This is an optimization exercise on Yosys and OpenROAD, whose aim is small area and a short achievable clock period, not a production implementation. The RTL was checked by simulation tests, not by an equivalence proof against the original design.

the baseline:
==> module UART_TRANSMITTER, before the edit <==
module UART_TRANSMITTER (
	input clock_i, reset_n_i, data_write_i,
	input [7:0] data_i,
	input [5:0] data_buffer_full_thres_i,
	input [1:0] baudrate_select_i,
	output data_buffer_full_o,
	output uart_tx_o
);
reg [7:0] num;
reg w;
always @(*)
	case (baudrate_select_i)
		2'd0: w = num[4];
		2'd1: w = num[5];
		2'd2: w = num[6];
		default: w = num[7];
	endcase
always @(posedge clock_i)
	num <= reset_n_i ? (w ? 8'd0 : num + 8'd1) : 8'd0;
wire tick = reset_n_i & w;
localparam IDLE = 4'd3, START = 4'd8, PARITY = 4'd1, STOP = 4'd2;
reg [3:0] ph;
reg [5:0] cnt;
wire nonempty = cnt != 6'd0;
wire done = tick & (ph == STOP);
wire [5:0] match, nthr, ncnt, x1, x2;
wire [1:0] miss;
genvar i;
generate
	for (i = 0; i < 6; i = i + 1) begin : cmp
		G_INV t (.a(data_buffer_full_thres_i[i]), .y(nthr[i]));
		G_INV c (.a(cnt[i]), .y(ncnt[i]));
		G_NAND2 p (.a(data_buffer_full_thres_i[i]), .b(cnt[i]), .y(x1[i]));
		G_NAND2 q (.a(nthr[i]), .b(ncnt[i]), .y(x2[i]));
		G_NAND2 m (.a(x1[i]), .b(x2[i]), .y(match[i]));
	end
endgenerate
G_NAND3 n0 (.a(match[0]), .b(match[1]), .c(match[2]), .y(miss[0]));
G_NAND3 n1 (.a(match[3]), .b(match[4]), .c(match[5]), .y(miss[1]));
G_NOR2 n2 (.a(miss[0]), .b(miss[1]), .y(data_buffer_full_o));
wire full = cnt == data_buffer_full_thres_i;
wire wr = data_write_i & ~full;
wire [5:0] cnt_up = done ? cnt : cnt + 6'd1;
wire [5:0] cnt_kp = done ? cnt - 6'd1 : cnt;
always @(posedge clock_i)
	cnt <= reset_n_i ? (wr ? cnt_up : cnt_kp) : 6'd0;
always @(posedge clock_i)
	if (!reset_n_i)
		ph <= IDLE;
	else if (tick & (ph != IDLE | nonempty))
		ph <= (ph == IDLE) ? START : ph + 4'd1;
reg [255:0] R;             
reg [4:0] sw, sr;          
reg cm;                    
reg hc;                    
reg [7:0] D1;              
reg v1;                    
wire [4:0] sw1 = sw + 5'd1;
wire [3:0] E = sw1[4:1];   
wire ins = (wr & ~sw[0]) | v1;
wire [7:0] nidata;
G_MUX2I8 dmux (.a(data_i), .b(D1), .s(v1), .y(nidata));
wire [7:0] idata = ~nidata;
wire hclr = (ph[3:2] == 2'd0) & (ph != IDLE) & ~hc & (sr == 5'd0);
wire clr = ~reset_n_i | hclr | (cm & (sr != 5'd0));
wire [7:0] tapa = ~R[255:248];    
wire [7:0] tapb = ~R[127:120];    
always @(posedge clock_i) begin
	D1 <= data_i;
	v1 <= wr & sw[0];
end
always @(posedge clock_i)
	if (!reset_n_i) begin
		sw <= 5'd1;
		sr <= 5'd1;
		cm <= 1'b1;
		hc <= 1'b0;
	end else begin
		sw <= wr ? sw : sw1;
		sr <= hclr ? sr : sr + 5'd1;
		cm <= cm & (sr != 5'd0);
		hc <= done ? 1'b0 : (hc | hclr);
	end
reg nb, par, txq;
wire [2:0] k = ph[2:0];    
always @(posedge clock_i)
	if (sr[3:0] == 4'd0)
		nb <= sr[4] ? tapb[k] : tapa[k];
always @(posedge clock_i)
	if (tick & ph[3])
		par <= (ph == START ? 1'b0 : par) ^ nb;
always @(posedge clock_i)
	if (!reset_n_i)
		txq <= 1'b1;
	else if (tick)
		txq <= (ph == IDLE) ? ~nonempty :
		       ph[3] ? nb :
		       (ph == 4'd0) ? par : 1'b1;
assign uart_tx_o = txq;
genvar m;
generate
	for (m = 0; m < 16; m = m + 1) begin : stage
		wire sel = ins & (E == m);
		if (m == 0) begin : tap
			always @(posedge clock_i)
				R[7:0] <= (tapa & {8{~clr}}) | ({8{sel & reset_n_i}} & idata);
		end else if (m % 2 == 1) begin : inv
			wire [7:0] d;
			RING_AOI g (.a(R[16*m-8 +: 8]), .d(idata), .s(sel), .y(d));
			always @(posedge clock_i)
				R[16*m +: 8] <= d;
		end else begin : noninv
			wire [7:0] d;
			RING_OAI g (.a(R[16*m-8 +: 8]), .nd(nidata), .ns(~sel), .y(d));
			always @(posedge clock_i)
				R[16*m +: 8] <= d;
		end
		always @(posedge clock_i)
			R[16*m+8 +: 8] <= R[16*m +: 8];
	end
endgenerate
endmodule
==> module G_INV, before the edit <==
module G_INV (input a, output y);
assign y = ~a;
endmodule
==> module G_NAND2, before the edit <==
module G_NAND2 (input a, b, output y);
assign y = ~(a & b);
endmodule
==> module G_MUX2I8, before the edit <==
module G_MUX2I8 (input [7:0] a, b, input s, output [7:0] y);
assign y = ~(s ? b : a);
endmodule
clock: 6.0 ns
lec_check: 0
abc_area: 1
cap_margin: 20
core_margin: 2
core_utilization: 60
cts_cluster_diameter: 100
cts_cluster_size: 30
setup_slack_margin: 3.2
slew_margin: 20
synth_hierarchical: 1
synth_minimum_keep_size: 0
standard.sh (not shown) runs the stock make flow with config.mk's settings and CLKGATE_MAP_FILE= SYNTH_SCRIPT=/design/flow/synth_recipe.tcl, a recipe that flattens the netlist after the stock synthesis.
==> flow/flow/run.sh <==
#!/bin/bash
# The standard layout, with the ports buffered by plain buffers instead of
# ORFS's default choice (a delay cell that repair cannot resize out of its
# footprint). Everything else is the standard.sh unchanged.
set -euo pipefail
export BUFFER_PORTS_ARGS="-buffer_cell sky130_fd_sc_hd__buf_2"
bash standard.sh > standard.log 2>&1
Changes in the candidate relative to the baseline:
==> flow/design.v <==
module UART_TRANSMITTER (
	input clock_i, reset_n_i, data_write_i,
	input [7:0] data_i,
	input [5:0] data_buffer_full_thres_i,
	input [1:0] baudrate_select_i,
	output data_buffer_full_o,
	output uart_tx_o
);
reg [7:0] num;
reg w;
always @(*)
	case (baudrate_select_i)
		2'd0: w = num[4];
		2'd1: w = num[5];
		2'd2: w = num[6];
		default: w = num[7];
	endcase
always @(posedge clock_i)
	num <= reset_n_i ? (w ? 8'd0 : num + 8'd1) : 8'd0;
wire tick = reset_n_i & w;
reg [3:0] ph;
reg [5:0] cnt;
wire nonempty = cnt != 6'd0;
wire done = tick & (ph == 4'd11);
wire [5:0] match;
wire [1:0] miss;
genvar i;
generate
	for (i = 0; i < 6; i = i + 1) begin : cmp
		G_XNOR2 x (.a(cnt[i]), .b(data_buffer_full_thres_i[i]), .y(match[i]));
	end
endgenerate
G_NAND3 n0 (.a(match[0]), .b(match[1]), .c(match[2]), .y(miss[0]));
G_NAND3 n1 (.a(match[3]), .b(match[4]), .c(match[5]), .y(miss[1]));
G_NOR2 n2 (.a(miss[0]), .b(miss[1]), .y(data_buffer_full_o));
wire full = cnt == data_buffer_full_thres_i;
wire wr = data_write_i & ~full;
wire [5:0] cnt_up = done ? cnt : cnt + 6'd1;
wire [5:0] cnt_kp = done ? cnt - 6'd1 : cnt;
always @(posedge clock_i)
	cnt <= reset_n_i ? (wr ? cnt_up : cnt_kp) : 6'd0;
always @(posedge clock_i)
	if (!reset_n_i)
		ph <= 4'd0;
	else if (tick)
		ph <= (ph == 4'd0) ? {3'd0, nonempty} : (ph == 4'd11) ? 4'd0 : ph + 4'd1;
reg [255:0] R;             
reg [4:0] sw, sr;          
reg cm;                    
reg hc;                    
reg [7:0] D1;              
reg v1;                    
wire [4:0] sw1 = sw + 5'd1;
wire [3:0] E = sw1[4:1];   
wire ins = (wr & ~sw[0]) | v1;
wire [7:0] idata = v1 ? D1 : data_i;
wire [7:0] nidata = ~idata;
wire hclr = (ph >= 4'd9) & ~hc & (sr == 5'd0);
wire clr = ~reset_n_i | hclr | (cm & (sr != 5'd0));
wire [7:0] tapa = ~R[255:248];    
wire [7:0] tapb = ~R[127:120];    
always @(posedge clock_i) begin
	D1 <= data_i;
	v1 <= wr & sw[0];
end
always @(posedge clock_i)
	if (!reset_n_i) begin
		sw <= 5'd1;
		sr <= 5'd1;
		cm <= 1'b1;
		hc <= 1'b0;
	end else begin
		sw <= wr ? sw : sw1;
		sr <= hclr ? sr : sr + 5'd1;
		cm <= cm & (sr != 5'd0);
		hc <= done ? 1'b0 : (hc | hclr);
	end
reg nb, par, txq;
wire [2:0] k = ph[2:0] - 3'd1;    
always @(posedge clock_i)
	if (sr[3:0] == 4'd0)
		nb <= sr[4] ? tapb[k] : tapa[k];
always @(posedge clock_i)
	if (tick & (ph >= 4'd1) & (ph <= 4'd8))
		par <= (ph == 4'd1 ? 1'b0 : par) ^ nb;
always @(posedge clock_i)
	if (!reset_n_i)
		txq <= 1'b1;
	else if (tick)
		txq <= (ph == 4'd0) ? ~nonempty :
		       (ph <= 4'd8) ? nb :
		       (ph == 4'd9) ? par : 1'b1;
assign uart_tx_o = txq;
genvar m;
generate
	for (m = 0; m < 16; m = m + 1) begin : stage
		wire sel = ins & (E == m);
		if (m == 0) begin : tap
			always @(posedge clock_i)
				R[7:0] <= (tapa & {8{~clr}}) | ({8{sel & reset_n_i}} & idata);
		end else if (m % 2 == 1) begin : inv
			wire [7:0] d;
			RING_AOI g (.a(R[16*m-8 +: 8]), .d(idata), .s(sel), .y(d));
			always @(posedge clock_i)
				R[16*m +: 8] <= d;
		end else begin : noninv
			wire [7:0] d;
			RING_OAI g (.a(R[16*m-8 +: 8]), .nd(nidata), .ns(~sel), .y(d));
			always @(posedge clock_i)
				R[16*m +: 8] <= d;
		end
		always @(posedge clock_i)
			R[16*m+8 +: 8] <= R[16*m +: 8];
	end
endgenerate
endmodule
module RING_AOI (
	input [7:0] a, d,
	input s,
	output [7:0] y
);
assign y = ~(a | ({8{s}} & d));
endmodule
module RING_OAI (
	input [7:0] a, nd,
	input ns,
	output [7:0] y
);
assign y = ~(a & ({8{ns}} | nd));
endmodule
module G_XNOR2 (input a, b, output y);
assign y = ~(a ^ b);
endmodule
module G_NAND3 (input a, b, c, output y);
assign y = ~(a & b & c);
endmodule
module G_NOR2 (input a, b, output y);
assign y = ~(a | b);
endmodule
==> run notes <==
Against the baseline, the candidate reports a cell count after synthesis that is lower.
| maximum frequency from static timing analysis | the candidate vs the baseline | better |
Changes observed in the candidate relative to the baseline: global-route usage now sits higher, die area now sits lower.
For routed wire length, dividing the value from the baseline by the value from the candidate gives 0.949.
The candidate: worst setup margin is 20 ps higher than what the baseline reported.
Going from the baseline to the candidate, final weighted congestion of routability-driven global placement grew by a few percent.
Total met2 wirelength after detailed routing ends up lower on the baseline.

[re-timing with driven ports]
How much do the figures lean on ideal ports? The routed layouts below were timed once more, with nothing changed but the port constraints.
Step 1 (the two cells are an assumption about what drives the block):
set clk [get_ports {clock_i}]
set_driving_cell -lib_cell sky130_fd_sc_hd__clkbuf_16 $clk
set_driving_cell -lib_cell sky130_fd_sc_hd__buf_2 [delete_from_list [all_inputs] $clk]
Step 2 also shifts input and output timing later by t, the mid clock arrival at the registers, as if the neighbouring blocks saw the same clock.
Three values: no drivers, after step 1, after step 2; two values: the first two.
run | t, ns | slack for setup (ns) | clock arrival spread, ns | slew at the worst register clock pin (ns) | worst data-port slew with drivers (ns)
the baseline | 0.513 | 3.064 / 3.034 / 2.886 | 0.014 / 0.014 | 0.11 / 0.11 | 0.05
the candidate | 0.506 | 3.085 / 3.052 / 2.753 | 0.024 / 0.024 | 0.12 / 0.12 | 0.04
After both steps every run listed still meets setup and hold. For the candidate, which loses most, drivers alone change the setup slack by -0.033 ns; drivers and shift together by -0.332 ns.
